From an optimization exercise on the open Yosys and OpenROAD flow, aimed at small area; shortcuts taken in it are not production practice.
RTL that was checked went through simulation tests only; none was proved equivalent to the original.
The RTL of runs 1 to 4 was laid out without a check of its function.
Power figures rest on the tool's default switching activity, not on a simulated workload.

==> flow/design.v <==
`timescale 1ns / 1ps
module line_buffer #(
    parameter DATA_WIDTH = 16,
    parameter IMG_WIDTH  = 64,
    parameter RING       = 8
)(
    input  wire                  clk,
    input  wire                  shift,
    input  wire                  rotate,
    input  wire [DATA_WIDTH-1:0] ring_in,
    output wire [DATA_WIDTH-1:0] w00, w01, w02,
    output wire [DATA_WIDTH-1:0] w10, w11, w12,
    output wire [DATA_WIDTH-1:0] w20, w21, w22
);
    localparam DEPTH = 2*IMG_WIDTH + 2;
    reg [DATA_WIDTH-1:0] last;     
    function automatic integer ring_len(input integer start);
        integer d;
        begin
            ring_len = 1;
            for (d = 1; d <= RING; d = d + 1)
                if (RING % d == 0 && d <= DEPTH - start)
                    ring_len = d;
        end
    endfunction
    function automatic integer ring_first(input integer k);
        integer s;
        begin
            ring_first = 0;
            for (s = 0; s <= k; s = s + ring_len(s))
                ring_first = s;
        end
    endfunction
    function automatic integer ring_last(input integer k);
        ring_last = ring_first(k) + ring_len(ring_first(k)) - 1;
    endfunction
    genvar k;
    generate
        for (k = 0; k < DEPTH; k = k + 1) begin : pos
            localparam integer FIRST = ring_first(k);
            localparam integer LAST  = ring_last(k);
            reg [DATA_WIDTH-1:0] sr;
            if (k == 0) begin : head0
                always @(posedge clk)
                    sr <= ({DATA_WIDTH{shift}}  & ring_in)
                        | ({DATA_WIDTH{rotate}} & pos[LAST].sr);
            end else if (k == FIRST) begin : head
                always @(posedge clk)
                    sr <= ({DATA_WIDTH{shift}}  & pos[k-1].sr)
                        | ({DATA_WIDTH{rotate}} & pos[LAST].sr);
            end else begin : body
                always @(posedge clk)
                    sr <= pos[k-1].sr;
            end
        end
    endgenerate
    always @(posedge clk)
        last <= pos[DEPTH-1].sr;
    assign w22 = pos[0].sr;
    assign w21 = pos[1].sr;
    assign w20 = pos[2].sr;
    assign w12 = pos[IMG_WIDTH].sr;
    assign w11 = pos[IMG_WIDTH+1].sr;
    assign w10 = pos[IMG_WIDTH+2].sr;
    assign w02 = pos[2*IMG_WIDTH].sr;
    assign w01 = pos[2*IMG_WIDTH+1].sr;
    assign w00 = last;
endmodule
`timescale 1ns / 1ps
module sliding_window #(
    parameter DATA_WIDTH = 16,
    parameter IMG_WIDTH  = 64,
    parameter RING       = 8
)(
    input  wire                  clk,
    input  wire                  rst_n,
    input  wire [DATA_WIDTH-1:0] pixel_in,
    input  wire                  valid_in,
    output wire                  shift,
    output wire                  rotate,
    output reg  [DATA_WIDTH-1:0] ring_in,
    output reg                   valid_out
);
    localparam DLY   = RING - 1;
    localparam FIRST = 2*IMG_WIDTH + 2;       
    localparam RW    = $clog2(RING);
    reg [DATA_WIDTH-1:0] dly [0:DLY-1];
    reg [DLY-1:0]        pend;
    reg [RW-1:0]         rot;
    reg [RW-1:0]         rot_b;                
    reg [7:0]            cnt;                  
    wire                 full = (cnt == FIRST);
    reg          any_pend;
    reg [DLY-1:0] take;                        
    integer j;
    always @(*) begin
        any_pend = 1'b0;
        take     = {DLY{1'b0}};
        ring_in  = pixel_in;
        for (j = 0; j < DLY; j = j + 1)
            if (pend[j]) begin
                any_pend = 1'b1;
                take     = {DLY{1'b0}};
                take[j]  = 1'b1;
                ring_in  = dly[j];
            end
    end
    wire   avail  = any_pend || valid_in;
    assign shift  = (rot == 0) && avail;
    assign rotate = (rot_b != 0) || !avail;   
    wire   take_in = shift && !any_pend;       
    always @(posedge clk) begin
        dly[0] <= pixel_in;
        for (j = 1; j < DLY; j = j + 1)
            dly[j] <= dly[j-1];
    end
    always @(posedge clk or negedge rst_n) begin
        if (!rst_n) begin
            pend      <= 0;
            rot       <= 0;
            rot_b     <= 0;
            cnt       <= 0;
            valid_out <= 0;
        end else begin
            pend[0] <= valid_in && !take_in;
            for (j = 1; j < DLY; j = j + 1)
                pend[j] <= pend[j-1] && !(shift && take[j-1]);
            if (!shift)
                rot <= (rot == RING-1) ? {RW{1'b0}} : rot + 1'b1;
            if (rotate)
                rot_b <= (rot_b == RING-1) ? {RW{1'b0}} : rot_b + 1'b1;
            if (shift && !full)
                cnt <= cnt + 1'b1;
            valid_out <= shift && full;
        end
    end
endmodule
`timescale 1ns / 1ps
module conv_window #(
    parameter DATA_WIDTH = 16,
    parameter IMG_WIDTH  = 64
)(
    input  wire                  clk,
    input  wire                  rst_n,
    input  wire [DATA_WIDTH-1:0] pixel_in,
    input  wire                  valid_in,
    output wire [DATA_WIDTH-1:0] w00, w01, w02,
    output wire [DATA_WIDTH-1:0] w10, w11, w12,
    output wire [DATA_WIDTH-1:0] w20, w21, w22,
    output wire                  valid_out
);
    localparam RING = 8;
    wire                  shift, rotate;
    wire [DATA_WIDTH-1:0] ring_in;
    sliding_window #(
        .DATA_WIDTH(DATA_WIDTH),
        .IMG_WIDTH (IMG_WIDTH),
        .RING      (RING)
    ) u_sw (
        .clk      (clk),
        .rst_n    (rst_n),
        .pixel_in (pixel_in),
        .valid_in (valid_in),
        .shift    (shift),
        .rotate   (rotate),
        .ring_in  (ring_in),
        .valid_out(valid_out)
    );
    line_buffer #(
        .DATA_WIDTH(DATA_WIDTH),
        .IMG_WIDTH (IMG_WIDTH),
        .RING      (RING)
    ) u_lb (
        .clk      (clk),
        .shift    (shift),
        .rotate   (rotate),
        .ring_in  (ring_in),
        .w00(w00), .w01(w01), .w02(w02),
        .w10(w10), .w11(w11), .w12(w12),
        .w20(w20), .w21(w21), .w22(w22)
    );
endmodule
==> flow/flow/run.sh <==
#!/bin/bash
# Standard layout, with two changes: port buffers use the smallest buffer,
# and clock tree synthesis gets explicit clustering and no dummy loads.
set -euo pipefail
export BUFFER_PORTS_ARGS="-buffer_cell sky130_fd_sc_hd__buf_1"
export CTS_ARGS="-sink_clustering_enable -repair_clock_nets -sink_clustering_size 12 -sink_clustering_max_diameter 35 -buf_list sky130_fd_sc_hd__clkbuf_4 -dont_use_dummy_load"

bash standard.sh finish > standard.log 2>&1
==> flow/standard.sh <==
#!/bin/bash
# synth_recipe.tcl (not shown) runs the flow's synth.tcl, then flattens the netlist and writes it again
# the make line also repeats each setting of config.mk as NAME=value (left out here)
make -C /OpenROAD-flow-scripts/flow DESIGN_CONFIG=/design/flow/config.mk WORK_HOME=/design/flow/orfs CLKGATE_MAP_FILE= SYNTH_SCRIPT=/design/flow/synth_recipe.tcl "${@:-finish}"
==> flow/config.mk <==
export PLATFORM = sky130hd
export DESIGN_NAME = conv_window
export DESIGN_NICKNAME = conv_window
export VERILOG_FILES = /design/flow/design.v
export SDC_FILE = /design/flow/constraint.sdc
export NUM_CORES = 8
export LEC_CHECK = 0
export CAP_MARGIN = 30
export CORE_MARGIN = 2
export CORE_UTILIZATION = 70
export SLEW_MARGIN = 30
==> flow/constraint.sdc <==
create_clock -name core_clock -period 7.0 [get_ports {clk}]
set_input_delay 1.4000 -clock core_clock [delete_from_list [all_inputs] [get_ports {clk}]]
set_output_delay 1.4000 -clock core_clock [all_outputs]
set_load 0.01 [all_outputs]
==> notes.md, run 1 <==
- The flow ran to the end and the layout has no timing, DRC or antenna violations.
- The library cell used most frequently in the layout, excluding fill and tap cells, is dfxtp_1.
- The setup skew after layout is 97.8 ps.
- Dividing the detail-routed via count by the number of cells gives 4.89.
- Yosys mapped a number of flops with a built-in enable equal to 0.
- The number of gates resized after CTS was 0.
- The critical path startpoint category is a flop.
- The total number of clock tree sinks is 2,230.
- The share of the Yosys chip area taken by registers is 0.911.
- The final standard cell count with taps included and fillers excluded is 4,041.
- Across the VDD grid, the largest voltage drop is 323 uV.
- Setup repair after global routing left no endpoint under its margin.
- Timing would allow up to 312 MHz.
- Clock-pin slew was measured on the worst setup and hold paths at 100 ps.
- The placer congestion estimate is 0.783.
- In this run the core area contains 97 standard-cell rows.
- The post-synthesis cell type count is 46.
- For this design the total switching power over the nets is 4.88 mW.
- Once placement completed, the tool counted placed cells totaling approximately 3,800.
- Of the total power, the share spent switching nets is 0.237.
- The die covers 0.0723 sq mm.
- The cell count after synthesis came out at 2,792.
- The later pin in the worst-skew pair is clocked with a latency of 1070 ps.
- The clock group share of total power is 0.231.
- Detailed placement finished with a half-perimeter wire length of ~38 mm.
- The root buffer selected by CTS is clkbuf_4.
- The core region is 0.0698 sq mm.
- Before antenna repair, the detailed router went through 5 iterations.
- The setup slack after placement is around 3400 ps.
- The leakage dissipation is between 20 and 25 nW.
- In this run the mean area of a mapped cell was 17.6 sq um.
- The final sum of negative setup slack is 0 ps.
- The kind of end point of the critical path is a flop.
- The deepest level of the CTS H-tree is 4.
- The max-slew violation count was 0.
- The cell-internal power is 15.7 mW.
- The number of nets handed over by synthesis was 2,819.
- In the synthesized netlist the async set-or-reset flop fraction comes to 0.00987.
- For this run, design rule violations remaining after detail routing come to 0.
- The detailed router placed 19,800 vias in this run.
- 164 I/O pins were placed.
- Of all nets on the critical path, the largest fanout is 144.
- The most used flip-flop cell after synthesis is dfxtp_1.
- The count of buffers inserted at the top-level ports is 163.
- Of the cells placed in the final design, the portion with a size suffix greater than 1 is 0.0766.
- The endpoint arrival time on the critical path is 4140 ps.
- The total count of hold-check failures in the final report is 0.
- The routed wirelength normalized by instance count is 16.8 microns.
- Headroom to the max-slew limit came out at 0.354.
- Buffers inserted during clock tree synthesis total around 210.
- Measured along the y axis, the die boundary spans 269 microns.
- For the pin with the worst max-slew slack, the measured transition is 968 ps.
- Max-cap violations in this run came to 0.
- Post-CTS timing repair inserted 0 buffers for setup.
- The via count of the first global-routing pass is 20,300.
- In the final design database the tool counted 3,122 nets.
- Relative to the synthesized area, the layout overhead comes to 6.13%.
- TritonCTS built the clock tree.
- After synthesis the netlist holds a flip-flop and latch count of 2,230.
- The number of warning messages in the yosys log is 3.
- The initial antenna violation count came to 3.
- Across the whole layout, storage elements account for approximately 0.045 sq mm.
- The path class of the tightest hold or removal check is flop to flop.
- The hold path startpoint is u_lb.pos[102].sr[8].
- After the first detailed-routing iteration, the DRC count stood at 980.
- The longest clock path from root to sink contains 3 buffers.
- Setup violations remaining at the end of the flow were counted as 0.
- The fraction of the cycle the final worst path needs is 0.458.
- The setup path with the least slack is of type flop to flop.
- The share of total power dissipated in sequential elements is 0.699.
- The required time of the critical path is 7930 ps.
- The hold-fix buffer count after cts is 0.
- In the global route stage, overall resource usage came out at 0.189.
- The share of total power dissipated in combinational logic is 0.070.
- The count of nets left with antenna violations once routing finished came out at 0.
- The total standard cell area after synthesis is 0.0491 sq mm.
- The top cell types in the final layout, fill and taps aside, are 2,208 x dfxtp_1, 256 x a22o_1, 211 x clkbuf_4.
- The overall overflow remaining after global route is 0.
- The final-layout fill cell count is between 4,000 and 5,000.
- The total area of multi-input combinational cells is 0.00385 sq mm.
- The power density over the cells is 395 mW/mm^2.
- The final critical-path required period is 3210 ps.
- The worst path setup slack after routing is 3790 ps.
- The first global-routing pass estimated 107 mm of wire.
- The final wirelength is 67.8 mm.
- The startpoint of the worst setup timing path is u_sw.pend[0].
- Entering global routing, the biggest net connects roughly 150 pins.
- The startpoint of the worst-slack reg-to-reg timing path is u_sw.pend[0].
- From left edge to right edge, the die measures 269 microns.
- On the final layout, the worst hold slack is 260 ps.
- The initial core utilization is 0.704.
## routing by layer
| metal | vias up | global-route usage | share of wire |
|---|---|---|---|
| li1 | 9806 | - | - |
| met2 | 299 | 0.293 | 0.46 |
| met5 | - | 0 | 0 |
| met3 | 134 | 0.0429 | 0.034 |
| met1 | 9522 | 0.262 | 0.48 |
| met4 | 0 | 0.0770 | 0.024 |
## state kept, by name, summed over array words and instances (netlist names)
name / cells
u_lb.last: 16
u_lb.pos.sr: 2080
u_sw.cnt: 8
u_sw.dly: 112
u_sw.pend: 7
u_sw.rot: 3
u_sw.rot_b: 3
u_sw.valid_out: 1
## cell usage after synthesis, types with 2 or more instances
master     count  area [sq um]
o21ai_0       23           115
a21boi_0       2          15.0
a22oi_1        3          22.5
nor2_1         7          26.3
nor2b_1       10          62.6
nand2_1       30           113
buf_6         24           270
a221o_1       12           120
o22a_1         3          26.3
buf_2         27           135
inv_1          7          26.3
a221oi_1       7          61.3
xnor2_1        3          26.3
xor2_1         3          26.3
o211a_1        7          70.1
a21oi_1        2          10.0
a32o_1         9          90.1
nor3_1         3          15.0
o22ai_1        6          37.5
clkbuf_1      27           101
nand2b_1      22           138
ha_1           8           100
o21a_1         3          22.5
mux2_2        10           113
dfxtp_1     2208         44200
o221ai_1       7          61.3
mux2i_1        6          60.1
a22o_1       256          2240
nand4_1        3          18.8
o2111ai_1     13           114
dfrtp_1       22           551
and2_1         3          18.8
or3_1          2          12.5
or4_1          2          15.0
## area by class of cell
class / count / area share
diodes: 8 / 0.000384
multi-input cells: 475 / 0.0738
flip-flops and latches: 2230 / 0.859
inverters: 7 / 0.000504
well taps: 940 / 0.0226
clock buffers: 211 / 0.0304
repair buffers: 170 / 0.0139
## metrics by stage
step	power [mW]	cell area, sq um	utilization
after floorplan	15.6	49100	-
after global placement	16.0	50500	0.723
after detailed placement	16.1	50500	0.724
after CTS	20.8	52100	0.747
after global routing	21.5	52100	0.747
final	20.6	52100	0.747
## power groups by stage
stage / registers (mW) / logic (mW) / clock network (mW)
finish: 14.4 / 1.44 / 4.75
floorplan: 14.5 / 1.07 / 0
global route: 14.5 / 1.59 / 5.42
CTS: 14.4 / 1.46 / 4.94
global placement: 14.6 / 1.40 / 0
detailed placement: 14.7 / 1.45 / 0
## logic make-up (layout without fill, tap and decap cells)
group | after synthesis | in the layout | synth area share
xor gates and xnor gates | 6 | 6 | 0.00107
adders and majority gates | 8 | 8 | 0.00204
and+or+nand+nor | 87 | 87 | 0.00917
muxes | 16 | 16 | 0.00352
DFF | 2230 | 2230 | 0.911
buffers and inverters | 87 | 388 | 0.0111
other | 0 | 8 | 0
AOI/OAI and AO/OA | 358 | 358 | 0.0620
## worst paths after layout
| path | to | slack (ps) | cells past startpoint |
|---|---|---|---|
| worst min register to register | u_lb.pos[103].sr[8] | 260 | 0 |
| worst min-delay path | u_lb.pos[103].sr[8] | 260 | 0 |
| worst max register to register | u_lb.pos[96].sr[4] | 3790 | 4 |
| min in group asynchronous | u_sw.cnt[1] | 310 | 1 |
| worst max-delay path | u_lb.pos[96].sr[4] | 3790 | 4 |
| max in group asynchronous | u_sw.rot_b[0] | 6290 | 1 |
## worst max-delay path, stage by stage (launching register included)
cell	delay [ps]
dfrtp_1	740
or4_1	790
o21ai_4	580
buf_12	580
a22o_1	240
==> run 2: changes to the inputs <==
--- a/flow/design.v
+++ b/flow/design.v
@@ -151,3 +151,3 @@
 );
-    localparam RING = 8;
+    localparam RING = 7;
     wire                  shift, rotate;
==> run 2 against run 1 <==
Compared with the run above:
- wire length about the same
- synthesized cell count is 1.3% higher
- first-iteration DRC count is 9.7% lower
- die area up 0.64%
- clock skew shrank 26 ps
- critical path depth is the same
- worst hold slack gained 9.3 ps
- sequential cell count shrank 17
==> notes.md, run 2 <==
- The via count of the first global-routing pass is 21,600 (was 20,300).
- Commonest cells after routing, fill and taps aside: 2,192 x dfxtp_1, 337 x a22o_1, 210 x clkbuf_4 (was 2,208 x dfxtp_1, 256 x a22o_1, 211 x clkbuf_4).
- The critical path startpoint category is a flop (unchanged).
- The routing usage on met1 came to 0.260 (was 0.262).
- The total number of clock tree sinks is 2,213 (was 2,230).
- The slowest cell on the critical path was dfrtp_1 (was or4_1).
- The root buffer selected by CTS is clkbuf_4 (unchanged).
- The routing usage on met3 was 0.0374 (was 0.0429).
- The most frequent cell after synthesis is dfxtp_1 (unchanged).
- The global-route layer with the greatest usage was met2 (unchanged).
- The post-detailed-route via-to-cell ratio is 4.99 (was 4.89).
- The floorplan die height came to 270 microns (was 269 microns).
- The largest voltage drop on the vdd net is 344 uV (was 323 uV).
- The register bit count reported by yosys is 2,213 (was 2,230).
- The total standard cell area after synthesis is 0.0494 sq mm (was 0.0491 sq mm).
- The most used flip-flop cell after synthesis is dfxtp_1 (unchanged).
- The overall overflow remaining after global route is 0 (unchanged).
- The transition at the pin with the smallest max-transition slack is 1040 ps (was 968 ps).
- The cell-internal power is 15.5 mW (was 15.7 mW).
- Status: complete, no violations (unchanged).
- The initial detailed-routing violation count is 885 (was 980).
- The fraction of the yosys area taken by sequential cells is 0.898 (was 0.911).
- The share of synthesized registers carrying an async set or reset was 0.00949 (was 0.00987).
- The max-cap violation count is 0 (unchanged).
- The fraction of synthesized cell area taken by the top area cell type was 0.888 (was 0.900).
- The achievable frequency was 303 MHz (was 312 MHz).
- The initial antenna violation count is 2 (was 3).
- The deepest clock path buffer count came to 3 (unchanged).
- The leading cell type in the layout, fill and taps excluded is dfxtp_1 (unchanged).
- The setup skew after layout came to 72.2 ps (was 97.8 ps).
- The maximum fanout encountered on the critical timing path is 173 (was 144).
- The final wirelength is 67.8 mm (about the same).
- The share of total power consumed by net switching was 0.243 (was 0.237).
- The power density over the cells came to 393 mW/mm^2 (was 395 mW/mm^2).
- The flip-flop count of the largest register after layout was 2,080 (unchanged).
- The width of the chip is 270 microns (was 269 microns).
- The total area of sequential cells is 0.0444 sq mm (was 0.0448 sq mm).
- The max-slew violation count is 0 (unchanged).
- The sum of net half-perimeters after detailed placement came to 37.4 mm (was 38.1 mm).
- The met2 usage in global routing is 0.306 (was 0.293).
- The placer congestion estimate is 0.778 (was 0.783).
- The class of the tightest hold or removal check is flop to flop (unchanged).
- The number of nets with antenna violations after routing is 0 (unchanged).
- The count of buffers inserted at the top-level ports was 163 (unchanged).
- Setup repair after global routing missed its margin: no (unchanged).
- The growth of design area from synthesis to finish came to 5.48% (was 6.13%).
- The count of flip-flops with a built-in enable after synthesis is 0 (unchanged).
- The clock group share of total power is 0.230 (was 0.231).
- The switching power summed over all nets was 4.99 mW (was 4.88 mW).
- The share of total power in combinational logic came to 0.077 (was 0.070).
- The clock-pin slew reported for the worst setup and hold paths after clock tree synthesis was 110 ps (was 100 ps).
- The endpoint arrival time on the critical path is 4230 ps (was 4140 ps).
- The placeable core region is 0.0700 sq mm (was 0.0698 sq mm).
- The final critical-path required period came to 3300 ps (was 3210 ps).
- The worst path setup slack after routing is 3700 ps (was 3790 ps).
- The number of DRC violations after detailed routing is 0 (unchanged).
- The total iterations of the first detailed-routing run is 5 (unchanged).
- The final-layout fill cell count is 4,381 (was 4,303).
- The global-route wire length before repair is 112 mm (was 107 mm).
- The final sum of negative setup slack is 0 ps (unchanged).
- The leading area contributor after synthesis is dfxtp_1 (unchanged).
- The initial core utilization is 0.706 (was 0.704).
- The pin count of the biggest net entering global routing was 187 (was 145).
- The relative slew slack is 0.305 (was 0.354).
- Worst-path cell chain: or2_2 > o31a_4 > buf_12 > a22o_1 (was or4_1 > o21ai_4 > buf_12 > a22o_1).
- The setup slack after placement is 3480 ps (was 3390 ps).
- The deepest level of the CTS H-tree is 4 (unchanged).
- The register ranked first by flip-flop count is u_lb.pos.sr (unchanged).
- The post-synthesis cell type count is 41 (was 46).
- Synth top area cells: dfxtp_1 89%, a22o_1 6.0%, buf_6 1.1%, dfrtp_1 1.1%, mux2_2 0.39% (was dfxtp_1 90%, a22o_1 4.6%, dfrtp_1 1.1%, buf_6 0.55%, nand2b_1 0.28%).
- The required time of the critical path came to 7930 ps (about the same).
- The leakage dissipation is 20.9 nW (about the same).
- The number of buffers created by CTS is 210 (was 211).
- The CTS tree is built (unchanged).
- The via count is 20,200 (was 19,800).
- The clock latency of the later-clocked register in the worst-skew pair is 1050 ps (was 1070 ps).
- The row count came to 97 (unchanged).
- The power share of the sequential group is 0.692 (was 0.699).
- The hold-fix buffer count after cts is 0 (unchanged).
- The final setup violation count is 0 (unchanged).
- The number of gates given a new drive strength after cts is 0 (unchanged).
- The total global routing track utilization is 0.192 (was 0.189).
- The kind of end point of the critical path is a flop (unchanged).
- The average instance area after synthesis is 17.5 sq um (was 17.6 sq um).
- The total area of multi-input combinational cells is 0.00422 sq mm (was 0.00385 sq mm).
- Synth cell count leaders: 2,192 x dfxtp_1, 337 x a22o_1, 48 x buf_6 (was 2,208 x dfxtp_1, 256 x a22o_1, 30 x nand2_1).
- The area of the die is 0.0728 sq mm (was 0.0723 sq mm).
- The routed wirelength normalized by instance count is 16.7 microns (was 16.8 microns).
- The synthesized netlist net count came to 2,849 (was 2,819).
- The number of warning messages in the yosys log is 3 (unchanged).
- The cell count after synthesis came to 2,828 (was 2,792).
- The fraction of the cycle the final worst path needs is 0.472 (was 0.458).
- The post-layout net count is 3,135 (was 3,122).
- The I/O pin total is 164 (unchanged).
- The classification of the worst setup path was flop to flop (unchanged).
- Regs by FF count: u_lb.pos.sr (2080), u_sw.dly (96), u_lb.last (16) (was u_lb.pos.sr (2080), u_sw.dly (112), u_lb.last (16)).
- The number of post-CTS setup repair buffers is 0 (unchanged).
- The share of final-layout standard cells stronger than drive strength 1 is 0.0774 (was 0.0766).
- The largest stage delay on the critical path came to 820 ps (was 790 ps).
- The total count of hold-check failures in the final report was 0 (unchanged).
-- run 2: changes by cell type after synthesis, sizes merged, moves of 11 or more --
cell / change
a21oi: +14
a221o: -12
a22o: +81
buf: +25
clkbuf: -11
dfxtp: -16
inv: +12
mux2i: +12
nand2: -27
nand2b: -19
nor2: +13
o2111ai: -13
-- run 2: per-stage QoR --
stage / cell area, sq um / utilization / hold slack (ps) / power (mW) / std cells
floorplan: 49400 / - / 310 / 15.7 / 2828
global placement: 50500 / 0.722 / 309 / 16.0 / 3842
detailed placement: 50600 / 0.722 / 312 / 16.1 / 3842
CTS: 52100 / 0.745 / 197 / 20.7 / 4052
global route: 52100 / 0.745 / 242 / 21.4 / 4056
finish: 52100 / 0.745 / 269 / 20.5 / 4056
-- run 2: layout make-up --
class / count / area share
antenna: 4 / 0.000192
clock buffer: 210 / 0.0302
inverter: 19 / 0.00137
multi-input combinational: 502 / 0.0809
sequential: 2213 / 0.852
tap: 940 / 0.0226
timing repair buffer: 168 / 0.0132
-- run 2: power by group through the flow --
stage               logic [mW]  registers (mW)  clock network, mW
global route              1.75            14.3               5.39
CTS                       1.61            14.2               4.91
detailed placement        1.61            14.5                  0
global placement          1.58            14.4                  0
finish                    1.59            14.2               4.72
floorplan                 1.37            14.3                  0
-- run 2: cells by family after synthesis --
kind of cell               share of synthesized area
AOI/OAI and AO/OA                             0.0712
xor gates and xnor gates                     0.00106
adders and majority gates                   0.000506
buffers and inverters                         0.0170
DFF                                            0.898
muxes                                        0.00752
and+or+nand+nor                              0.00450
-- run 2: final timing paths --
kind | from | endpoint | slack, ps | depth (start not counted)
min in group asynchronous | rst_n | u_sw.pend[0] | 300 | 1
hold / removal | u_lb.pos[121].sr[3] | u_lb.pos[122].sr[3] | 270 | 0
setup reg to reg | u_sw.pend[5] | u_lb.pos[84].sr[5] | 3700 | 4
max in group asynchronous | rst_n | u_sw.pend[1] | 6290 | 1
setup / recovery | u_sw.pend[5] | u_lb.pos[84].sr[5] | 3700 | 4
hold reg to reg | u_lb.pos[121].sr[3] | u_lb.pos[122].sr[3] | 270 | 0
-- run 2: metal layers --
layer	wire length [microns]	share of wire
met5	0	0
met4	1860	0.027
met3	2120	0.031
met2	31800	0.47
met1	32000	0.47
-- run 2: worst max-delay path, delay by kind of cell (launching register included) --
family	cells	cell delay, ps
buffers and inverters	1	670
DFF	1	820
AOI/OAI and AO/OA	2	910
and+or+nand+nor	1	620
==> run 3: changes to the inputs <==
--- a/flow/design.v
+++ b/flow/design.v
@@ -151,3 +151,3 @@
 );
-    localparam RING = 7;
+    localparam RING = 4;
     wire                  shift, rotate;
==> run 3 against run 2 <==
Compared with the run above:
- register-to-register slack improved by 40 ps
- still clean
- sequential power fell by 3%
- combinational power rose by 31%
- die area rose by 0.22%
- non-clock buffer count rose by 10
- via count rose by 5.6%
- critical path depth did not move
- global-route usage rose by 0.23 points
==> notes.md, run 3 <==
- The fraction of synthesized cell area taken by the top area cell type is 0.866 (was 0.888).
- The clock-pin slew reported for the worst setup and hold paths after clock tree synthesis is 110 ps (about the same).
- The total count of hold-check failures in the final report is 0 (unchanged).
- The number of post-CTS setup repair buffers is 0 (unchanged).
- The critical path startpoint category was a flop (unchanged).
- The leakage dissipation is 20.9 nW (about the same).
- The number of cells on the worst hold path came to 0 (unchanged).
- The number of nets with antenna violations after routing came to 0 (unchanged).
- The total global routing track utilization is 0.194 (was 0.192).
- The power density over the cells came to 392 mW/mm^2 (was 393 mW/mm^2).
- The post-layout net count is 3,233 (was 3,135).
- The achievable frequency is 307 MHz (was 303 MHz).
- The clock latency of the later-clocked register in the worst-skew pair is 1040 ps (was 1050 ps).
- The I/O pin total is 164 (unchanged).
- The final setup violation count came to 0 (unchanged).
- Synth cell count leaders: 2,144 x dfxtp_1, 528 x a22o_1, 83 x buf_2 (was 2,192 x dfxtp_1, 337 x a22o_1, 48 x buf_6).
- The via count came to 21,400 (was 20,200).
- The fraction of the cycle the final worst path needs was 0.466 (was 0.472).
- The synthesized netlist net count is 2,973 (was 2,849).
- The leading area contributor after synthesis is dfxtp_1 (unchanged).
- The total number of clock tree sinks is 2,160 (was 2,213).
- The classification of the worst setup path is flop to flop (unchanged).
- The class of the tightest hold or removal check is flop to flop (unchanged).
- The largest voltage drop on the vdd net is 340 uV (was 344 uV).
- The area of the die is 0.0729 sq mm (was 0.0728 sq mm).
- The final critical-path required period was 3260 ps (was 3300 ps).
- The number of DRC violations after detailed routing was 0 (unchanged).
- The pin count of the biggest net entering global routing was 175 (was 187).
- The most used flip-flop cell after synthesis is dfxtp_1 (unchanged).
- The total standard cell area after synthesis is 0.0496 sq mm (was 0.0494 sq mm).
- The via count of the first global-routing pass is 22,600 (was 21,600).
- The leading cell type in the layout, fill and taps excluded is dfxtp_1 (unchanged).
- The average instance area after synthesis is 16.8 sq um (was 17.5 sq um).
- The number of buffers created by CTS came to 207 (was 210).
- The share of final-layout standard cells stronger than drive strength 1 is 0.0714 (was 0.0774).
- The share of synthesized registers carrying an async set or reset was 0.00741 (was 0.00949).
- The most frequent cell after synthesis was dfxtp_1 (unchanged).
- The register ranked first by flip-flop count is u_lb.pos.sr (unchanged).
- The root buffer selected by CTS was clkbuf_4 (unchanged).
- The routed wirelength normalized by instance count is 16.8 microns (was 16.7 microns).
- The relative slew slack is 0.386 (was 0.305).
- The width of the chip is 270 microns (about the same).
- The maximum fanout encountered on the critical timing path is 174 (was 173).
- Status: complete, no violations (unchanged).
- The initial core utilization is 0.708 (was 0.706).
- The placeable core region was 0.0700 sq mm (unchanged).
- The deepest clock path buffer count is 3 (unchanged).
- The setup skew after layout is 94.5 ps (was 72.2 ps).
- The count of flip-flops with a built-in enable after synthesis is 0 (unchanged).
- The final design area excluding fillers is 0.0523 sq mm (was 0.0521 sq mm).
- The final-layout fill cell count is 4,309 (was 4,381).
- The length in cells of the worst reg-to-reg path is 4 (unchanged).
- The initial antenna violation count came to 2 (unchanged).
- The worst reg-to-reg setup slack was 3740 ps (was 3700 ps).
- The total iterations of the first detailed-routing run was 5 (unchanged).
- The fraction of the yosys area taken by sequential cells was 0.874 (was 0.898).
- The register bit count reported by yosys is 2,160 (was 2,213).
- The final wirelength was 69.6 mm (was 67.8 mm).
- The area of placed instances was 0.0508 sq mm (was 0.0506 sq mm).
- The number of gates given a new drive strength after cts is 0 (unchanged).
- Regs by FF count: u_lb.pos.sr (2080), u_sw.dly (48), u_lb.last (16) (was u_lb.pos.sr (2080), u_sw.dly (96), u_lb.last (16)).
- The count of buffers inserted at the top-level ports was 163 (unchanged).
- The max-slew violation count is 0 (unchanged).
- The initial detailed-routing violation count is 1,055 (was 885).
- The number of warning messages in the yosys log was 3 (unchanged).
- Synth top area cells: dfxtp_1 87%, a22o_1 9.3%, buf_2 0.84%, dfrtp_1 0.81%, buf_6 0.50% (was dfxtp_1 89%, a22o_1 6.0%, buf_6 1.1%, dfrtp_1 1.1%, mux2_2 0.39%).
- Commonest cells after routing, fill and taps aside: 2,144 x dfxtp_1, 528 x a22o_1, 207 x clkbuf_4 (was 2,192 x dfxtp_1, 337 x a22o_1, 210 x clkbuf_4).
- The floorplan die height is 270 microns (about the same).
- The sum of net half-perimeters after detailed placement is 38.0 mm (was 37.4 mm).
- The transition at the pin with the smallest max-transition slack is 922 ps (was 1040 ps).
- The placer congestion estimate is 0.779 (was 0.778).
- The kind of end point of the critical path is a flop (unchanged).
- The CTS tree was built (unchanged).
- The required time of the critical path is 7900 ps (was 7930 ps).
- The row count is 97 (unchanged).
- The hold-fix buffer count after cts came to 0 (unchanged).
- The deepest level of the CTS H-tree was 4 (unchanged).
- The post-synthesis cell type count is 31 (was 41).
- The growth of design area from synthesis to finish is 5.60% (was 5.48%).
- The max-cap violation count was 0 (unchanged).
- The cell count after synthesis is 2,948 (was 2,828).
- Setup repair after global routing missed its margin: no (unchanged).
- The flip-flop count of the largest register after layout is 2,080 (unchanged).
- The final sum of negative setup slack is 0 ps (unchanged).
- The global-route wire length before repair is 116 mm (was 112 mm).
- The overall overflow remaining after global route was 0 (unchanged).
- The post-detailed-route via-to-cell ratio is 5.15 (was 4.99).
- The endpoint arrival time on the critical path is 4160 ps (was 4230 ps).
## run 3: cell types whose count changed after synthesis, sizes merged, moves of 17 or more
cell | previous run | this run
dfxtp | 2192 | 2144
a22o | 337 | 528
buf | 78 | 113
nor2 | 20 | 3
nand2 | 3 | 22
## run 3: kinds of logic (layout without fill, tap and decap cells)
group,Yosys count,count (layout),synth area share
buffers and inverters,134,392,0.0157
AOI/OAI and AO/OA,571,571,0.0984
other,0,4,0
and+or+nand+nor,53,53,0.00540
xor gates and xnor gates,6,6,0.00106
DFF,2160,2160,0.874
muxes,18,18,0.00366
adders and majority gates,6,6,0.00151
## run 3: per-stage QoR
stage / hold slack, ps / power [mW] / util / cells / setup slack (ps)
floorplan: 310 / 15.6 / - / 2948 / 4480
global placement: 310 / 16.1 / 0.724 / 3937 / 3210
detailed placement: 312 / 16.2 / 0.725 / 3939 / 3140
CTS: 226 / 20.7 / 0.747 / 4146 / 3810
global route: 231 / 21.5 / 0.747 / 4149 / 3600
finish: 253 / 20.5 / 0.747 / 4150 / 3740
## run 3: cell type report
| class | instances | area [sq um] | share of cell area |
|---|---|---|---|
| Antenna cell | 4 | 10.0 | 0.000191 |
| Clock buffer | 207 | 1550 | 0.0297 |
| Inverter | 7 | 26.3 | 0.000502 |
| Multi-Input combinational cell | 654 | 5470 | 0.104 |
| Sequential cell | 2160 | 43300 | 0.828 |
| Tap cell | 940 | 1180 | 0.0225 |
| Timing Repair Buffer | 178 | 771 | 0.0147 |
## run 3: final timing paths
check / endpoint / from
worst max register to register: u_lb.pos[8].sr[5] / u_sw.pend[0]
max in group asynchronous: u_sw.cnt[3] / rst_n
worst min-delay path: u_lb.pos[11].sr[12] / u_lb.pos[10].sr[12]
min in group asynchronous: u_sw.cnt[0] / rst_n
worst min register to register: u_lb.pos[11].sr[12] / u_lb.pos[10].sr[12]
worst max-delay path: u_lb.pos[8].sr[5] / u_sw.pend[0]
## run 3: layer usage
| metal | track usage | up-vias | part of all wire |
|---|---|---|---|
| li1 | - | 10500 | - |
| met1 | 0.267 | 10400 | 0.48 |
| met2 | 0.308 | 294 | 0.47 |
| met3 | 0.0406 | 130 | 0.031 |
| met4 | 0.0708 | 0 | 0.021 |
| met5 | 0 | - | 0 |
## run 3: critical path, cell delays in order (launching register included)
cell and delay (ps):
dfrtp_2 670, o41ai_2 590, buf_12 600, buf_4 780
a22o_1 250
## run 3: power breakdown
group / internal [mW] / total [mW] / switching, mW / leakage (nW)
logic: 0.535 / 2.08 / 1.54 / 2.40
registers: 13.4 / 13.8 / 0.445 / 17.6
clock network: 1.36 / 4.62 / 3.26 / 0.952
==> run 4: changes to the inputs <==
--- a/flow/design.v
+++ b/flow/design.v
@@ -151,3 +151,3 @@
 );
-    localparam RING = 4;
+    localparam RING = 5;
     wire                  shift, rotate;
==> run 4 against run 3 <==
Compared with the run above:
- worst setup slack worse by 190 ps
- critical path depth is 2 higher
- largest power group unchanged
- synthesized area is 0.93% lower
- clock power is 1% higher
- design area is 0.74% lower
- via count is 4.0% lower
- sequential share of layout area is 1.4 points higher
==> notes.md, run 4 <==
- The total area of sequential cells came to 0.0437 sq mm (was 0.0433 sq mm).
- The overall power is 19.9 mW (was 20.5 mW).
- The routed wirelength normalized by instance count is 16.7 microns (was 16.8 microns).
- The number of post-CTS setup repair buffers was 0 (unchanged).
- The cell repeated most along the worst path is buf_12.
- The pin count of the biggest net entering global routing is 210 (was 175).
- The via count of the first global-routing pass is 21,500 (was 22,600).
- The post-synthesis share of cell area spent on full adders, half adders and majority gates is 0.00153 (was 0.00152).
- The floorplan die height came to 269 microns (was 270 microns).
- Regs by FF count: u_lb.pos.sr (2080), u_sw.dly (64), u_lb.last (16) (was u_lb.pos.sr (2080), u_sw.dly (48), u_lb.last (16)).
- The post-synthesis cell type count is 38 (was 31).
- The growth of design area from synthesis to finish was 5.80% (was 5.60%).
- Commonest cells after routing, fill and taps aside: 2,160 x dfxtp_1, 400 x a22o_1, 209 x clkbuf_4 (was 2,144 x dfxtp_1, 528 x a22o_1, 207 x clkbuf_4).
- The fraction of the cycle the final worst path needs is 0.493 (was 0.466).
- The clock group share of total power is 0.236 (was 0.225).
- The share of total power consumed by net switching is 0.244 (was 0.256).
- The global-route wire length before repair was 111 mm (was 116 mm).
- The row count is 97 (unchanged).
- The simple-gate share of the synthesized area is 0.00484 (was 0.00540).
- The kind of end point of the critical path is a flop (unchanged).
- The count of buffers inserted at the top-level ports is 163 (unchanged).
- The CTS tree is built (unchanged).
- The max-slew violation count is 0 (unchanged).
- The largest voltage drop on the vdd net is 254 uV (was 340 uV).
- Synth top area cells: dfxtp_1 88%, a22o_1 7.1%, dfrtp_1 0.97%, buf_2 0.53%, buf_6 0.48% (was dfxtp_1 87%, a22o_1 9.3%, buf_2 0.84%, dfrtp_1 0.81%, buf_6 0.50%).
- The area of the die is 0.0723 sq mm (was 0.0729 sq mm).
- The switching power summed over all nets is 4.85 mW (was 5.25 mW).
- The width of the chip is 269 microns (was 270 microns).
- The relative slew slack is 0.373 (was 0.386).
- The total area of multi-input combinational cells came to 0.00467 sq mm (was 0.00547 sq mm).
- The overall overflow remaining after global route is 0 (unchanged).
- The slowest cell on the critical path is dfrtp_1 (was buf_4).
- The leading area contributor after synthesis was dfxtp_1 (unchanged).
- The via count was 20,500 (was 21,400).
- The hold-fix buffer count after cts came to 0 (unchanged).
- The clock latency of the later-clocked register in the worst-skew pair is 1040 ps (about the same).
- The number of gates given a new drive strength after cts is 0 (unchanged).
- The post-detailed-route via-to-cell ratio is 5.05 (was 5.15).
- The initial core utilization came to 0.703 (was 0.708).
- The total iterations of the first detailed-routing run was 4 (was 5).
- The final hold slack is 247 ps (was 253 ps).
- The share of final-layout standard cells stronger than drive strength 1 is 0.0772 (was 0.0714).
- The leakage dissipation is 20.6 nW (was 20.9 nW).
- The synthesized-area fraction occupied by xor and xnor cells is 0.00107 (was 0.00106).
- The total count of hold-check failures in the final report was 0 (unchanged).
- Status: complete, no violations (unchanged).
- The initial detailed-routing violation count was 890 (was 1,055).
- The number of warning messages in the yosys log is 3 (unchanged).
- The class of the tightest hold or removal check is flop to flop (unchanged).
- The fraction of synthesized cell area taken by the top area cell type is 0.881 (was 0.866).
- The final wirelength is 67.8 mm (was 69.6 mm).
- The synthesized netlist net count is 2,871 (was 2,973).
- The fraction of the yosys area taken by sequential cells is 0.891 (was 0.874).
- The average instance area after synthesis was 17.2 sq um (was 16.8 sq um).
- The number of nets with antenna violations after routing was 0 (unchanged).
- The max-cap violation count is 0 (unchanged).
- The power density over the cells was 382 mW/mm^2 (was 392 mW/mm^2).
- The clock-pin slew reported for the worst setup and hold paths after clock tree synthesis is 120 ps (was 110 ps).
- The classification of the worst setup path is flop to flop (unchanged).
- The setup skew after layout came to 95.3 ps (was 94.5 ps).
- The post-synthesis mux area share is 0.00693 (was 0.00366).
- The register ranked first by flip-flop count is u_lb.pos.sr (unchanged).
- The endpoint arrival time on the critical path came to 4350 ps (was 4160 ps).
- The maximum fanout encountered on the critical timing path is 120 (was 174).
- The total buffers and inverters traversed by the critical path is 2 (unchanged).
- The number of DRC violations after detailed routing is 0 (unchanged).
- The final critical-path required period is 3450 ps (was 3260 ps).
- The critical path startpoint category is a flop (unchanged).
- The most used flip-flop cell after synthesis is dfxtp_1 (unchanged).
- The number of buffers created by CTS is 209 (was 207).
- The final-layout fill cell count is 4,381 (was 4,309).
- The deepest clock path buffer count was 3 (unchanged).
- The sum of net half-perimeters after detailed placement is 36.7 mm (was 38.0 mm).
- The achievable frequency was 290 MHz (was 307 MHz).
- The final sum of negative setup slack is 0 ps (unchanged).
- The leading cell type in the layout, fill and taps excluded is dfxtp_1 (unchanged).
- The family with the most delay on the worst path is simple AND/OR/NAND/NOR gates (was buffers and inverters).
- The total global routing track utilization is 0.192 (was 0.194).
- The register bit count reported by yosys is 2,179 (was 2,160).
- The placer congestion estimate is 0.731 (was 0.779).
- The flip-flop count of the largest register after layout is 2,080 (unchanged).
- Synth cell count leaders: 2,160 x dfxtp_1, 400 x a22o_1, 52 x buf_2 (was 2,144 x dfxtp_1, 528 x a22o_1, 83 x buf_2).
- The total standard cell area after synthesis is 0.0491 sq mm (was 0.0496 sq mm).
- The power share of the sequential group is 0.685 (was 0.673).
- The largest stage delay on the critical path is 740 ps (was 780 ps).
- The post-layout net count is 3,148 (was 3,233).
- The root buffer selected by CTS is clkbuf_4 (unchanged).
- The total number of clock tree sinks is 2,179 (was 2,160).
- The cell-internal power was 15.0 mW (was 15.3 mW).
- The share of synthesized registers carrying an async set or reset is 0.00872 (was 0.00741).
- Worst-path cell chain: or4_4 > o21ai_2 > or2_4 > buf_12 > buf_12 > a22o_1 (was o41ai_2 > buf_12 > buf_4 > a22o_1).
- The placeable core region is 0.0698 sq mm (was 0.0700 sq mm).
- Setup repair after global routing missed its margin: no (unchanged).
- The I/O pin total is 164 (unchanged).
- The cell count after synthesis is 2,846 (was 2,948).
- The required time of the critical path was 7890 ps (was 7900 ps).
- The share of total power in combinational logic is 0.079 (was 0.101).
- The initial antenna violation count is 2 (unchanged).
- The most frequent cell after synthesis is dfxtp_1 (unchanged).
- The deepest level of the CTS H-tree is 4 (unchanged).
- The transition at the pin with the smallest max-transition slack is 941 ps (was 922 ps).
- The count of flip-flops with a built-in enable after synthesis came to 0 (unchanged).
- The complex-gate fraction of the synthesized area came to 0.0806 (was 0.0984).
- The final setup violation count is 0 (unchanged).
- The main combinational cell family by area after synthesis is compound AO/OA/AOI/OAI gates (unchanged).
[run 4: power by group through the flow]
| stage | sequential, mW | clock [mW] | combinational, mW |
|---|---|---|---|
| finish | 13.6 | 4.68 | 1.58 |
| global placement | 13.9 | 0 | 1.54 |
| detailed placement | 13.9 | 0 | 1.57 |
| global route | 13.7 | 5.33 | 1.72 |
| floorplan | 13.8 | 0 | 1.24 |
| CTS | 13.6 | 4.86 | 1.58 |
[run 4: routing by layer]
metal / track usage / vias up / wire [microns]
li1: - / 10100 / -
met1: 0.258 / 10000 / 32100
met2: 0.310 / 268 / 32300
met3: 0.0405 / 131 / 2040
met4: 0.0698 / 0 / 1380
met5: 0 / - / 0
[run 4: worst paths after layout]
kind                                         start                 end  slack [ps]  depth (start not counted)
worst max-delay path                  u_sw.pend[0]  u_lb.pos[35].sr[0]        3550                          6
worst min-delay path            u_lb.pos[11].sr[8]  u_lb.pos[12].sr[8]         250                          0
worst max register to register        u_sw.pend[0]  u_lb.pos[35].sr[0]        3550                          6
worst min register to register  u_lb.pos[11].sr[8]  u_lb.pos[12].sr[8]         250                          0
max in group asynchronous                    rst_n         u_sw.cnt[4]        6300                          1
min in group asynchronous                    rst_n         u_sw.rot[2]         290                          1
[run 4: layout make-up]
class | count | share of cell area
Sequential cell | 2179 | 0.842
Multi-Input combinational cell | 555 | 0.0899
Clock buffer | 209 | 0.0302
Tap cell | 940 | 0.0226
Timing Repair Buffer | 172 | 0.0148
Inverter | 6 | 0.000434
Antenna cell | 5 | 0.000241
[run 4: cells by family (layout without fill, tap and decap cells)]
kind of cell               after synthesis  in the layout
DFF                                   2179           2179
xor gates and xnor gates                 6              6
muxes                                   32             32
adders and majority gates                6              6
buffers and inverters                  112            387
and+or+nand+nor                         43             43
other                                    0              5
AOI/OAI and AO/OA                      468            468
[run 4: worst register-to-register path, stage by stage, from the launching register on]
cell and delay (ps):
dfrtp_1 740, or4_4 720, o21ai_2 200, or2_4 540
buf_12 300, buf_12 520, a22o_1 320
[run 4: stage by stage]
| stage | util | instances | setup slack (ps) | cell area, sq um |
|---|---|---|---|---|
| floorplan | - | 2846 | 4060 | 49100 |
| global placement | 0.721 | 3850 | 2840 | 50300 |
| global route | 0.744 | 4064 | 3370 | 51900 |
| detailed placement | 0.721 | 3851 | 2970 | 50300 |
| CTS | 0.744 | 4060 | 3550 | 51900 |
| finish | 0.744 | 4066 | 3550 | 51900 |
==> run 5: changes to the inputs <==
--- a/flow/design.v
+++ b/flow/design.v
@@ -151,3 +151,3 @@
 );
-    localparam RING = 5;
+    localparam RING = 6;
     wire                  shift, rotate;
==> run 5 against run 4 <==
Compared with the run above:
- worst setup slack improved by 370 ps
- cell count shrank 0.79%
- design area shrank 0.33%
- synthesized area down 0.70%
- clock power about the same
- sequential cell count rose by 17
- first-iteration DRC count is 6.4% lower
- sequential share of layout area is 0.95 points higher
- synthesized cell count fell by 1.2%
==> notes.md, run 5 <==
- The number of post-CTS setup repair buffers is 0 (unchanged).
- The number of warning messages in the yosys log came to 3 (unchanged).
- The register bit count reported by yosys is 2,196 (was 2,179).
- Setup repair after global routing missed its margin: no (unchanged).
- The final sum of negative setup slack is 0 ps (unchanged).
- The flip-flop count of the largest register after layout is 2,080 (unchanged).
- The final setup violation count was 0 (unchanged).
- The number of cells on the critical path came to 1 (was 6).
- The fraction of the yosys area taken by sequential cells is 0.904 (was 0.891).
- The instance count after placement with tap cells included is 3,820 (was 3,851).
- The largest voltage drop on the vdd net is 527 uV (was 254 uV).
- The pin count of the biggest net entering global routing is 152 (was 210).
- The transition at the pin with the smallest max-transition slack is 892 ps (was 941 ps).
- The global-route wire length before repair was 110 mm (was 111 mm).
- The post-detailed-route via-to-cell ratio is 5.00 (was 5.05).
- The register ranked first by flip-flop count is u_lb.pos.sr (unchanged).
- The kind of end point of the critical path was an output pin (was flop).
- The root buffer selected by CTS is clkbuf_4 (unchanged).
- The final wirelength is 67.3 mm (was 67.8 mm).
- The placer congestion estimate came to 0.758 (was 0.731).
- The power share of the sequential group is 0.689 (was 0.685).
- The final standard cell count with taps included and fillers excluded is 4,034 (was 4,066).
- The largest stage delay on the critical path was 470 ps (was 740 ps).
- The initial antenna violation count is 2 (unchanged).
- Status: complete, no violations (unchanged).
- The initial detailed-routing violation count is 833 (was 890).
- The hold-fix buffer count after cts is 0 (unchanged).
- The clock-pin slew reported for the worst setup and hold paths after clock tree synthesis is 110 ps (was 120 ps).
- The cell count after synthesis came to 2,812 (was 2,846).
- Synth cell count leaders: 2,176 x dfxtp_1, 367 x a22o_1, 42 x buf_2 (was 2,160 x dfxtp_1, 400 x a22o_1, 52 x buf_2).
- The leading cell type in the layout, fill and taps excluded was dfxtp_1 (unchanged).
- The I/O pin total is 164 (unchanged).
- The number of cells on the worst hold path is 0 (unchanged).
- The total global routing track utilization is 0.192 (about the same).
- The last element of the critical path is w11[11] (was u_lb.pos[35].sr[0]).
- The via count of the first global-routing pass is 21,600 (was 21,500).
- The fraction of synthesized cell area taken by the top area cell type came to 0.894 (was 0.881).
- The required time of the critical path is 5600 ps (was 7890 ps).
- The most used flip-flop cell after synthesis is dfxtp_1 (unchanged).
- The leakage dissipation is 20.7 nW (was 20.6 nW).
- The most frequent cell after synthesis is dfxtp_1 (unchanged).
- The final core area utilization is 0.752 (was 0.744).
- The slowest cell on the critical path is dfxtp_1 (was dfrtp_1).
- The max-slew violation count is 0 (unchanged).
- The routed wirelength normalized by instance count was 16.7 microns (about the same).
- The total iterations of the first detailed-routing run was 4 (unchanged).
- The post-synthesis cell type count is 42 (was 38).
- The fraction of the cycle the final worst path needs is 0.441 (was 0.493).
- The maximum fanout encountered on the critical timing path is 3 (was 120).
- The worst path setup slack after routing is 3910 ps (was 3550 ps).
- The clock latency of the later-clocked register in the worst-skew pair is 1050 ps (was 1040 ps).
- The startpoint of the worst setup timing path is u_lb.pos[65].sr[11] (was u_sw.pend[0]).
- The final critical-path required period is 3090 ps (was 3450 ps).
- Synth top area cells: dfxtp_1 89%, a22o_1 6.6%, dfrtp_1 1.0%, buf_2 0.43%, mux2i_1 0.37% (was dfxtp_1 88%, a22o_1 7.1%, dfrtp_1 0.97%, buf_2 0.53%, buf_6 0.48%).
- The area of the die is 0.0718 sq mm (was 0.0723 sq mm).
- The max-cap violation count is 0 (unchanged).
- The final hold slack is 261 ps (was 247 ps).
- The worst reg-to-reg setup slack came to 4040 ps (was 3550 ps).
- The cell-internal power came to 15.3 mW (was 15.0 mW).
- The total count of hold-check failures in the final report is 0 (unchanged).
- The final design area excluding fillers is 0.0518 sq mm (was 0.0519 sq mm).
- The CTS tree is built (unchanged).
- The power density over the cells is 391 mW/mm^2 (was 382 mW/mm^2).
- The leading area contributor after synthesis is dfxtp_1 (unchanged).
- The clock group share of total power was 0.231 (was 0.236).
- The sum of net half-perimeters after detailed placement is 37.0 mm (was 36.7 mm).
- The critical path startpoint category is a flop (unchanged).
- The overall overflow remaining after global route is 0 (unchanged).
- The achievable frequency is 324 MHz (was 290 MHz).
- Commonest cells after routing, fill and taps aside: 2,176 x dfxtp_1, 367 x a22o_1, 209 x clkbuf_4 (was 2,160 x dfxtp_1, 400 x a22o_1, 209 x clkbuf_4).
- The share of total power consumed by net switching is 0.242 (was 0.244).
- The count of buffers inserted at the top-level ports is 163 (unchanged).
- The endpoint of the worst register-to-register path is u_lb.pos[12].sr[6] (was u_lb.pos[35].sr[0]).
- The share of synthesized registers carrying an async set or reset was 0.00911 (was 0.00872).
- The deepest level of the CTS H-tree is 4 (unchanged).
- The setup skew after layout came to 93.0 ps (was 95.3 ps).
- The total standard cell area after synthesis is 0.0487 sq mm (was 0.0491 sq mm).
- The overall power is 20.3 mW (was 19.9 mW).
- The number of nets with antenna violations after routing is 0 (unchanged).
- The row count was 96 (was 97).
- The growth of design area from synthesis to finish is 6.20% (was 5.80%).
- The average instance area after synthesis is 17.3 sq um (was 17.2 sq um).
- The switching power summed over all nets is 4.91 mW (was 4.85 mW).
- The length in cells of the worst reg-to-reg path is 5 (was 6).
- The width of the chip came to 268 microns (was 269 microns).
- The class of the tightest hold or removal check is flop to flop (unchanged).
- The share of total power in combinational logic was 0.080 (was 0.079).
- The number of DRC violations after detailed routing is 0 (unchanged).
- The initial core utilization is 0.708 (was 0.703).
- The final-layout fill cell count was 4,263 (was 4,381).
- The area of placed instances is 0.0502 sq mm (was 0.0503 sq mm).
- The synthesized netlist net count came to 2,833 (was 2,871).
- The number of buffers created by CTS is 209 (unchanged).
- The setup slack after placement came to 3360 ps (was 2970 ps).
- Regs by FF count: u_lb.pos.sr (2080), u_sw.dly (80), u_lb.last (16) (was u_lb.pos.sr (2080), u_sw.dly (64), u_lb.last (16)).
- The count of flip-flops with a built-in enable after synthesis is 0 (unchanged).
- The share of final-layout standard cells stronger than drive strength 1 was 0.0746 (was 0.0772).
- Worst-path cell chain: buf_1 (was or4_4 > o21ai_2 > or2_4 > buf_12 > buf_12 > a22o_1).
- The startpoint of the worst-slack reg-to-reg timing path is u_sw.pend[0] (unchanged).
- The post-layout net count is 3,121 (was 3,148).
- The total number of clock tree sinks came to 2,196 (was 2,179).
- The via count is 20,200 (was 20,500).
- The placeable core region was 0.0688 sq mm (was 0.0698 sq mm).
- The relative slew slack is 0.405 (was 0.373).
- The floorplan die height was 268 microns (was 269 microns).
- The family with the most delay on the worst path is flip-flops (was simple AND/OR/NAND/NOR gates).
- The deepest clock path buffer count was 3 (unchanged).
- The classification of the worst setup path is flop to output pin (was flop to flop).
- The endpoint arrival time on the critical path came to 1690 ps (was 4350 ps).
- The number of gates given a new drive strength after cts is 0 (unchanged).
- The total buffers and inverters traversed by the critical path is 1 (was 2).
-- run 5: changes by cell type after synthesis, moves of 11 or more --
cell	before	now
a21oi_1	18	2
a22o_1	400	367
a31o_1	0	11
a32o_1	16	0
buf_6	21	4
dfxtp_1	2160	2176
mux2_2	16	1
nand2_1	8	35
nand2b_1	17	4
o22ai_1	1	15
-- run 5: power by group through the flow --
stage | registers [mW] | logic [mW] | clock network [mW]
after floorplan | 14.1 | 1.15 | 0
after global placement | 14.2 | 1.59 | 0
after detailed placement | 14.3 | 1.63 | 0
after CTS | 14.0 | 1.65 | 4.89
after global routing | 14.1 | 1.76 | 5.37
final | 14.0 | 1.61 | 4.69
-- run 5: kinds of logic after synthesis --
| logic type | synth area share |
|---|---|
| XOR/XNOR | 0.00126 |
| buffers and inverters | 0.0104 |
| flip-flops | 0.904 |
| AO/OA/AOI/OAI | 0.0740 |
| adder cells (fa/ha/maj) | 0.000513 |
| AND/OR/NAND/NOR | 0.00598 |
| multiplexers | 0.00393 |
-- run 5: worst min path at each step --
stage                                 to  slack, ps            startpoint
finish                u_lb.pos[13].sr[2]        260    u_lb.pos[12].sr[2]
global route              u_sw.valid_out        190                 rst_n
CTS                       u_sw.valid_out        140                 rst_n
detailed placement  u_lb.pos[107].sr[14]        310  u_lb.pos[106].sr[14]
global placement      u_lb.pos[73].sr[8]        310    u_lb.pos[72].sr[8]
floorplan            u_lb.pos[100].sr[0]        310    u_lb.pos[99].sr[0]
-- run 5: per-layer routing --
| layer | wire [microns] | GRT usage | up-vias |
|---|---|---|---|
| met3 | 2420 | 0.0420 | 132 |
| met5 | 0 | 0 | - |
| met1 | 31100 | 0.249 | 9857 |
| met2 | 32200 | 0.314 | 286 |
| met4 | 1630 | 0.0855 | 0 |
| li1 | - | - | 9908 |
-- run 5: final cells by class --
class	instances	area, sq um	share of cell area
Multi-Input combinational cell	516	4190	0.0810
Clock buffer	209	1570	0.0303
Antenna cell	5	12.5	0.000242
Tap cell	931	1160	0.0225
Inverter	5	18.8	0.000363
Sequential cell	2196	44100	0.851
Timing Repair Buffer	172	742	0.0143
==> run 6: changes to the inputs <==
--- a/flow/config.mk
+++ b/flow/config.mk
@@ -9,3 +9,3 @@
 export CORE_MARGIN = 2
-export CORE_UTILIZATION = 70
+export CORE_UTILIZATION = 75
 export SLEW_MARGIN = 30
==> run 6 against run 5 <==
Compared with the run above:
- design area decreased by 0.26%
- clock power about the same
- total power down 0.17%
- critical path type is now flop to flop
- critical endpoint is now u_lb.pos[96].sr[5]
- highest routed layer unchanged
==> notes.md, run 6 <==
- The I/O pin total is 164 (unchanged).
- The total standard cell area after synthesis is 0.0487 sq mm (unchanged).
- The most frequent cell after synthesis is dfxtp_1 (unchanged).
- The pin count of the biggest net entering global routing is 177 (was 152).
- The clock latency of the later-clocked register in the worst-skew pair is 1020 ps (was 1050 ps).
- The global-route wire length before repair was 111 mm (was 110 mm).
- The initial core utilization is 0.758 (was 0.708).
- The post-synthesis share of cell area spent on full adders, half adders and majority gates is 0.000513 (unchanged).
- The achievable frequency came to 281 MHz (was 324 MHz).
- The deepest clock path buffer count is 3 (unchanged).
- The share of synthesized registers carrying an async set or reset is 0.00911 (unchanged).
- The setup skew after layout is 75.3 ps (was 93.0 ps).
- The post-detailed-route via-to-cell ratio is 5.11 (was 5.00).
- Setup repair after global routing missed its margin: no (unchanged).
- The final critical-path required period was 3560 ps (was 3090 ps).
- The final wirelength came to 68.1 mm (was 67.3 mm).
- The hold path startpoint is u_lb.pos[123].sr[14] (was u_lb.pos[12].sr[2]).
- The synthesized netlist net count was 2,833 (unchanged).
- The via count of the first global-routing pass is 21,600 (about the same).
- The clock-pin slew reported for the worst setup and hold paths after clock tree synthesis is 110 ps (about the same).
- The flip-flop count of the largest register after layout is 2,080 (unchanged).
- The total iterations of the first detailed-routing run is 5 (was 4).
- The post-layout net count is 3,119 (was 3,121).
- The average instance area after synthesis is 17.3 sq um (unchanged).
- The overall overflow remaining after global route is 0 (unchanged).
- Commonest cells after routing, fill and taps aside: 2,176 x dfxtp_1, 367 x a22o_1, 208 x clkbuf_4 (was 2,176 x dfxtp_1, 367 x a22o_1, 209 x clkbuf_4).
- The max-cap violation count is 0 (unchanged).
- The growth of design area from synthesis to finish is 5.92% (was 6.20%).
- The floorplan die height is 259 microns (was 268 microns).
- The power share of the sequential group is 0.691 (was 0.689).
- The startpoint of the worst setup timing path is u_sw.pend[3] (was u_lb.pos[65].sr[11]).
- The number of post-CTS setup repair buffers is 0 (unchanged).
- The share of total power consumed by net switching is 0.243 (was 0.242).
- The power density over the cells came to 392 mW/mm^2 (was 391 mW/mm^2).
- Worst-path cell chain: nor3_4 > a2111o_2 > buf_4 > a22o_1 (was buf_1).
- The classification of the worst setup path is flop to flop (was flop to output pin).
- The placer congestion estimate is 0.786 (was 0.758).
- The kind of end point of the critical path is a flop (was output pin).
- The area of placed instances is 0.0501 sq mm (was 0.0502 sq mm).
- The post-synthesis cell type count is 42 (unchanged).
- The max-slew violation count is 0 (unchanged).
- The final core area utilization is 0.802 (was 0.752).
- The initial antenna violation count is 2 (unchanged).
- The deepest level of the CTS H-tree is 4 (unchanged).
- The count of buffers inserted at the top-level ports was 163 (unchanged).
- The simple-gate share of the synthesized area is 0.00598 (unchanged).
- The number of nets with antenna violations after routing is 0 (unchanged).
- The final setup violation count is 0 (unchanged).
- The total number of clock tree sinks came to 2,196 (unchanged).
- The transition at the pin with the smallest max-transition slack came to 1000 ps (was 892 ps).
- The area of the die is 0.0670 sq mm (was 0.0718 sq mm).
- Regs by FF count: u_lb.pos.sr (2080), u_sw.dly (80), u_lb.last (16) (unchanged).
- The main combinational cell family by area after synthesis is compound AO/OA/AOI/OAI gates (unchanged).
- Status: complete, no violations (unchanged).
- The slowest cell on the critical path is nor3_4 (was dfxtp_1).
- The number of gates given a new drive strength after cts is 0 (unchanged).
- The CTS tree is built (unchanged).
- The leakage dissipation came to 20.7 nW (about the same).
- The endpoint arrival time on the critical path was 4480 ps (was 1690 ps).
- The routed wirelength normalized by instance count is 17.2 microns (was 16.7 microns).
- The initial detailed-routing violation count is 851 (was 833).
- The total global routing track utilization is 0.209 (was 0.192).
- The worst path setup slack after routing came to 3440 ps (was 3910 ps).
- The root buffer selected by CTS is clkbuf_4 (unchanged).
- The complex-gate fraction of the synthesized area is 0.0740 (unchanged).
- The count of flip-flops with a built-in enable after synthesis is 0 (unchanged).
- The switching power summed over all nets is 4.91 mW (about the same).
- The total count of hold-check failures in the final report is 0 (unchanged).
- The required time of the critical path is 7920 ps (was 5600 ps).
- The synthesized-area fraction occupied by xor and xnor cells was 0.00126 (unchanged).
- The total area of multi-input combinational cells was 0.00420 sq mm (was 0.00419 sq mm).
- The number of buffers created by CTS was 208 (was 209).
- The via count is 20,200 (about the same).
- The number of warning messages in the yosys log was 3 (unchanged).
- The share of final-layout standard cells stronger than drive strength 1 is 0.0743 (was 0.0746).
- The leading area contributor after synthesis is dfxtp_1 (unchanged).
- The cell-internal power came to 15.3 mW (about the same).
- Synth cell count leaders: 2,176 x dfxtp_1, 367 x a22o_1, 42 x buf_2 (unchanged).
- The relative slew slack is 0.330 (was 0.405).
- The placeable core region is 0.0643 sq mm (was 0.0688 sq mm).
- The sum of net half-perimeters after detailed placement is 38.7 mm (was 37.0 mm).
- The row count is 93 (was 96).
- The share of total power in combinational logic came to 0.078 (was 0.080).
- The final design area excluding fillers is 0.0516 sq mm (was 0.0518 sq mm).
- The width of the chip is 259 microns (was 268 microns).
- The final standard cell count with taps included and fillers excluded is 3,957 (was 4,034).
- The fraction of the cycle the final worst path needs was 0.509 (was 0.441).
- The instance count after placement with tap cells included is 3,743 (was 3,820).
- The leading cell type in the layout, fill and taps excluded is dfxtp_1 (unchanged).
- The most used flip-flop cell after synthesis is dfxtp_1 (unchanged).
- The setup slack after placement is 3150 ps (was 3360 ps).
- The post-synthesis mux area share came to 0.00393 (unchanged).
- Synth top area cells: dfxtp_1 89%, a22o_1 6.6%, dfrtp_1 1.0%, buf_2 0.43%, mux2i_1 0.37% (unchanged).
- The register bit count reported by yosys came to 2,196 (unchanged).
- The worst reg-to-reg setup slack was 3440 ps (was 4040 ps).
- The clock group share of total power is 0.231 (about the same).
- The critical path startpoint category is a flop (unchanged).
- The largest stage delay on the critical path came to 860 ps (was 470 ps).
- The final-layout fill cell count is 3,422 (was 4,263).
- The largest voltage drop on the vdd net is 374 uV (was 527 uV).
- The number of DRC violations after detailed routing is 0 (unchanged).
- The maximum fanout encountered on the critical timing path was 74 (was 3).
- The cell count after synthesis was 2,812 (unchanged).
- The final sum of negative setup slack is 0 ps (unchanged).
- The fraction of synthesized cell area taken by the top area cell type is 0.894 (unchanged).
- The register ranked first by flip-flop count is u_lb.pos.sr (unchanged).
- The fraction of the yosys area taken by sequential cells is 0.904 (unchanged).
- The total area of sequential cells came to 0.0441 sq mm (unchanged).
- The hold-fix buffer count after cts came to 0 (unchanged).
- The class of the tightest hold or removal check is flop to flop (unchanged).
- The startpoint of the worst-slack reg-to-reg timing path is u_sw.pend[3] (was u_sw.pend[0]).
-- run 6: changes by cell type in the layout (fill, tap and decap cells not counted), sizes merged --
cell and delta:
buf -1, clkbuf -1, diode +1
-- run 6: final cells by class --
type	count	share of cell area
Antenna cell	6	0.000291
Clock buffer	208	0.0302
Inverter	5	0.000363
Multi-Input combinational cell	516	0.0814
Sequential cell	2196	0.853
Tap cell	855	0.0207
Timing Repair Buffer	171	0.0135
-- run 6: power by group through the flow --
stage | clock network (mW) | logic, mW | registers, mW
3_3_place_gp | 0 | 1.56 | 14.2
2_1_floorplan | 0 | 1.15 | 14.1
3_5_place_dp | 0 | 1.59 | 14.3
5_1_grt | 5.32 | 1.71 | 14.1
4_1_cts | 4.84 | 1.59 | 14.0
6_report | 4.68 | 1.57 | 14.0
-- run 6: layer usage --
layer	vias up	global-route usage	wire length, microns
met2	315	0.343	32500
met3	168	0.0458	2270
met1	9808	0.271	31300
met4	0	0.0896	1950
li1	9931	-	-
met5	-	0	0
-- run 6: cell families after synthesis --
| logic type | after synthesis |
|---|---|
| compound gates | 425 |
| xor+xnor | 7 |
| fa+ha+maj | 2 |
| buf+inv | 100 |
| flops | 2196 |
| mux | 19 |
| simple gates | 63 |
-- run 6: worst paths after layout --
kind / end / depth (start not counted)
min: u_lb.pos[124].sr[14] / 0
max in group asynchronous: u_sw.pend[3] / 1
min in group asynchronous: u_sw.cnt[1] / 1
max: u_lb.pos[96].sr[5] / 4
max reg2reg: u_lb.pos[96].sr[5] / 4
min reg2reg: u_lb.pos[124].sr[14] / 0
-- run 6: per-stage QoR --
step	total power, mW	hold slack (ps)
2_1_floorplan	15.3	310
3_3_place_gp	15.8	310
3_5_place_dp	15.8	312
4_1_cts	20.4	201
5_1_grt	21.1	217
6_report	20.2	288
-- run 6: critical path, delay by kind of cell (launching register included) --
family	cells	cell delay, ps
simple gates	1	860
compound gates	2	1090
flops	1	640
buf+inv	1	800

[what the ideal ports hide]
In the flow no input, the clock included, has a driving cell. The finished layouts below were timed again as built, in two steps.
Step 1 (the two cells are an assumption about what drives the block):
set clk [get_ports {clk}]
set_driving_cell -lib_cell sky130_fd_sc_hd__clkbuf_16 $clk
set_driving_cell -lib_cell sky130_fd_sc_hd__buf_2 [delete_from_list [all_inputs] $clk]
Step 2 adds t to the input delays and takes it off the output delays; t is the mean of the earliest and latest rising clock arrival at the registers after step 1. Input paths then give back, and output paths get back, about the clock's delay inside the block.
a / b / c = ideal ports / drivers / drivers and shift; a / b = the first two.
| run | shift t [ns] | setup slack, ns | worst setup path after step 2 | clock arrival spread, ns |
|---|---|---|---|---|
| run 1 | 1.084 | 3.795 / 3.783 / 3.331 | input to register | 0.102 / 0.102 |
| run 2 | 1.078 | 3.697 / 3.697 / 3.441 | input to register | 0.086 / 0.086 |
| run 3 | 1.057 | 3.739 / 3.739 / 2.986 | input to register | 0.107 / 0.106 |
| run 4 | 1.053 | 3.547 / 3.547 / 2.907 | input to register | 0.096 / 0.096 |
| run 5 | 1.073 | 3.914 / 3.850 / 3.340 | input to register | 0.109 / 0.109 |
| run 6 | 1.049 | 3.437 / 3.437 / 3.082 | input to register | 0.078 / 0.078 |
After both steps setup and hold are still met in every run listed. For run 3, which loses most, drivers alone change the setup slack by 0.000 ns; drivers and shift together by -0.753 ns.
